This is an optimization exercise on Yosys and OpenROAD, whose aim is small area, not a production implementation.
Only simulation tests tie the RTL to the original design; equivalence was not proved.
Power and IR drop assume default switching activity.

==> flow/design.v (excerpt) <==
module UIController (
  input wire         Clock,
  input wire         Reset_n,
  input  wire [6:0]  REG,
  input  wire [9:0]  VALUE_D,
  output reg  [9:0]  VALUE_Q,
  input  wire        SET,
  input  wire        CLR,
  input  wire        INC,
  input  wire        DEC,
  output wire [8:0]  DISP_VMRK1,
  output wire [8:0]  DISP_VMRK2,
  output wire [8:0]  DISP_HMRK1,
  output wire [8:0]  DISP_HMRK2,
  output wire [1:0]  INPUT_SELECT,
  output wire [0:0]  ADC1_TDIV,
  output wire [1:0]  ADC1_VDIV,
  output wire [7:0]  ADC1_VSHIFT,
  output wire [13:0] ADC1_TRG_LVL,
  output wire [2:0]  ADC1_TRG_MODE,
  output wire [0:0]  ADC2_TDIV,
  output wire [1:0]  ADC2_VDIV,
  output wire [7:0]  ADC2_VSHIFT,
  output wire [13:0] ADC2_TRG_LVL,
  output wire [2:0]  ADC2_TRG_MODE,
  output wire [0:0]  DIG1_TDIV,
  output wire [7:0]  DIG1_VSHIFT,
  output wire [9:0]  DIG1_PAT,
  output wire [9:0]  DIG1_PDCC,
  output reg         DIG1_CFG,
  output wire [0:0]  DIG1_TRG_LVL,
  output wire [2:0]  DIG1_TRG_MODE,
  output wire [0:0]  DIG2_TDIV,
  output wire [7:0]  DIG2_VSHIFT,
  output wire [9:0]  DIG2_PAT,
  output wire [9:0]  DIG2_PDCC,
  output reg         DIG2_CFG,
  output wire [0:0]  DIG2_TRG_LVL,
  output wire [2:0]  DIG2_TRG_MODE,
  output wire [0:0]  DIG3_TDIV,
  output wire [7:0]  DIG3_VSHIFT,
  output wire [9:0]  DIG3_PAT,
  output wire [9:0]  DIG3_PDCC,
  output reg         DIG3_CFG,
  output wire [0:0]  DIG3_TRG_LVL,
  output wire [2:0]  DIG3_TRG_MODE,
  output wire [0:0]  DIG4_TDIV,
  output wire [7:0]  DIG4_VSHIFT,
  output wire [9:0]  DIG4_PAT,
  output wire [9:0]  DIG4_PDCC,
  output reg         DIG4_CFG,
  output wire [0:0]  DIG4_TRG_LVL,
  output wire [2:0]  DIG4_TRG_MODE
);
make LEC_CHECK=0 CAP_MARGIN=20 CORE_MARGIN=2 CORE_UTILIZATION=40 PLACE_DENSITY=0.6 SLEW_MARGIN=20 finish   # period 10.0 ns
run.sh (not shown) runs the stock make flow with config.mk's settings and CLKGATE_MAP_FILE= SYNTH_SCRIPT=/design/flow/synth_recipe.tcl, a recipe that flattens the netlist after the stock synthesis.
The first run finished clean.
Then changed:
==> flow/flow/run.sh (new file) <==
#!/bin/bash
# Standard layout, with the port buffers made from the smallest buffer.
set -euo pipefail
export BUFFER_PORTS_ARGS="-buffer_cell sky130_fd_sc_hd__buf_1"
bash standard.sh finish > standard.log 2>&1
==> flow/standard.sh (new file) <==
#!/bin/bash
# synth_recipe.tcl (not shown) runs the flow's synth.tcl, then flattens the netlist and writes it again
# the make line also repeats each setting of config.mk as NAME=value (left out here)
make -C /OpenROAD-flow-scripts/flow DESIGN_CONFIG=/design/flow/config.mk WORK_HOME=/design/flow/orfs CLKGATE_MAP_FILE= SYNTH_SCRIPT=/design/flow/synth_recipe.tcl "${@:-finish}"
CORE_UTILIZATION = 60   (was 40)
CTS_BUF_LIST = sky130_fd_sc_hd__clkbuf_4   (was unset)
PLACE_DENSITY = 0.7   (was 0.6)
removed: flow/run.sh
What happened:
- total power went down by about 14%
- cell area went down by 13%
- synthesized cell count is unchanged
- register-to-register slack is worse by 0.39 ns
- wire length went down by 13%
- combinational power went down by about 26%

---

Setup of epsilon:
UIController, a different RTL version from the one above (not shown whole).
Size: roughly 830 cells after synthesis, roughly 260 I/O pins, roughly 9900 um^2 of cells after synthesis.
Design UIController, start of the top module:
module UIController (
  input wire         Clock,
  input wire         Reset_n,
  input  wire [6:0]  REG,
  input  wire [9:0]  VALUE_D,
  output reg  [9:0]  VALUE_Q,
  input  wire        SET,
  input  wire        CLR,
  input  wire        INC,
  input  wire        DEC,
  output wire [8:0]  DISP_VMRK1,
  output wire [8:0]  DISP_VMRK2,
  output wire [8:0]  DISP_HMRK1,
  output wire [8:0]  DISP_HMRK2,
  output wire [1:0]  INPUT_SELECT,
  output wire [0:0]  ADC1_TDIV,
  output wire [1:0]  ADC1_VDIV,
  output wire [7:0]  ADC1_VSHIFT,
  output wire [13:0] ADC1_TRG_LVL,
  output wire [2:0]  ADC1_TRG_MODE,
  output wire [0:0]  ADC2_TDIV,
  output wire [1:0]  ADC2_VDIV,
  output wire [7:0]  ADC2_VSHIFT,
  output wire [13:0] ADC2_TRG_LVL,
  output wire [2:0]  ADC2_TRG_MODE,
  output wire [0:0]  DIG1_TDIV,
  output wire [7:0]  DIG1_VSHIFT,
  output wire [9:0]  DIG1_PAT,
  output wire [9:0]  DIG1_PDCC,
  output reg         DIG1_CFG,
  output wire [0:0]  DIG1_TRG_LVL,
  output wire [2:0]  DIG1_TRG_MODE,
  output wire [0:0]  DIG2_TDIV,
  output wire [7:0]  DIG2_VSHIFT,
  output wire [9:0]  DIG2_PAT,
  output wire [9:0]  DIG2_PDCC,
  output reg         DIG2_CFG,
  output wire [0:0]  DIG2_TRG_LVL,
  output wire [2:0]  DIG2_TRG_MODE,
  output wire [0:0]  DIG3_TDIV,
  output wire [7:0]  DIG3_VSHIFT,
  output wire [9:0]  DIG3_PAT,
  output wire [9:0]  DIG3_PDCC,
  output reg         DIG3_CFG,
  output wire [0:0]  DIG3_TRG_LVL,
  output wire [2:0]  DIG3_TRG_MODE,
  output wire [0:0]  DIG4_TDIV,
  output wire [7:0]  DIG4_VSHIFT,
  output wire [9:0]  DIG4_PAT,
  output wire [9:0]  DIG4_PDCC,
  output reg         DIG4_CFG,
  output wire [0:0]  DIG4_TRG_LVL,
  output wire [2:0]  DIG4_TRG_MODE
);
export LEC_CHECK = 0
export CAP_MARGIN = 20
export CORE_MARGIN = 2
export CORE_UTILIZATION = 60
export GPL_TIMING_DRIVEN = 0
export PLACE_DENSITY = 0.7
export SLEW_MARGIN = 20
export SYNTH_HIERARCHICAL = 1
export SYNTH_MINIMUM_KEEP_SIZE = 0
create_clock -name core_clock -period 10.0 [get_ports {Clock}]
standard.sh (not shown) runs the stock make flow with config.mk's settings and CLKGATE_MAP_FILE= SYNTH_SCRIPT=/design/flow/synth_recipe.tcl, a recipe that flattens the netlist after the stock synthesis.
==> flow/flow/run.sh <==
#!/bin/bash
# Standard layout, with the port buffers made from the smallest buffer and
# a clock tree of fewer, larger clusters without dummy loads.
set -euo pipefail
export BUFFER_PORTS_ARGS="-buffer_cell sky130_fd_sc_hd__buf_1"
export CTS_ARGS="-sink_clustering_enable -sink_clustering_size 14 -sink_clustering_max_diameter 60 -buf_list sky130_fd_sc_hd__clkbuf_8 -dont_use_dummy_load -repair_clock_nets"
bash standard.sh finish > standard.log 2>&1
Input changes introduced in delta (baseline for comparison: epsilon):
==> flow/flow/run.sh <==
#!/bin/bash
# Standard layout, with the port buffers made from the smallest buffer,
# a clock tree of larger clusters without dummy loads, and one tie cell
# for the constant outputs.
set -euo pipefail
export BUFFER_PORTS_ARGS="-buffer_cell sky130_fd_sc_hd__buf_1"
export CTS_ARGS="-sink_clustering_enable -sink_clustering_size 9 -sink_clustering_max_diameter 45 -buf_list sky130_fd_sc_hd__clkbuf_4 -dont_use_dummy_load -repair_clock_nets"
export SKIP_REPAIR_TIE_FANOUT=1
bash standard.sh finish > standard.log 2>&1
-- flow/config.mk --
<<< epsilon, line 8
export CAP_MARGIN = 20
>>> delta, line 8
export CAP_MARGIN = 5
<<< epsilon, line 10
export CORE_UTILIZATION = 60
export GPL_TIMING_DRIVEN = 0
export PLACE_DENSITY = 0.7
export SLEW_MARGIN = 20
>>> delta, line 10
export CORE_UTILIZATION = 72
export PLACE_DENSITY = 0.8
export SLEW_MARGIN = 5
==> summary.txt <==
Worst voltage drop across the vdd grid (delta over epsilon): increase, about 28%. As far as maximum count of clock buffers along a single path goes, epsilon and delta are indistinguishable; the numbers are identical. delta — clock network fraction of design power 1.9 points lower, epsilon as reference. Number of rows in the core area is lower on delta. Going from epsilon to delta, final cell count went down; max-slew headroom at the worst pin went down; average wire length per cell after detail routing went up; count of inserted antenna diode cells went up. Of delta and epsilon, the run reporting the higher wire length of the first global-routing pass was delta.

re-timing with driven ports:
The flow's constraints put no driver on any port. The routed layouts listed below were extracted and timed again, unchanged, in two steps.
Step 1 sets driving cells, clkbuf_16 on the clock port and buf_2 on the other inputs (assumed; they add their load-dependent delay and slew).
Step 2 also shifts input and output timing later by t, the mid clock arrival at the registers, as if the neighbouring blocks saw the same clock.
a / b / c = ideal ports / drivers / drivers and shift; a / b = the first two.
| run | t (ns) | slack for setup (ns) | hold slack, ns | worst setup path at the end | pins driven straight from the clock port |
|---|---|---|---|---|---|
| the first run of note 1 | 0.583 | 0.559 / 0.520 / 0.520 | 0.500 / 0.500 / 0.500 | input to output | 1 |
| the second run of note 1 | 0.742 | 1.208 / 1.187 / 1.187 | 0.482 / 0.482 / 0.482 | input to output | 1 |
| epsilon | 0.556 | 1.494 / 1.425 / 1.425 | 0.525 / 0.525 / 0.525 | input to output | 1 |
| delta | 0.695 | 1.789 / 1.756 / 1.756 | 0.535 / 0.535 / 0.535 | input to output | 1 |
After both steps setup and hold are still met in every run listed. The setup slack of epsilon, which loses most, moves by -0.069 ns with the drivers and by -0.069 ns with both steps.
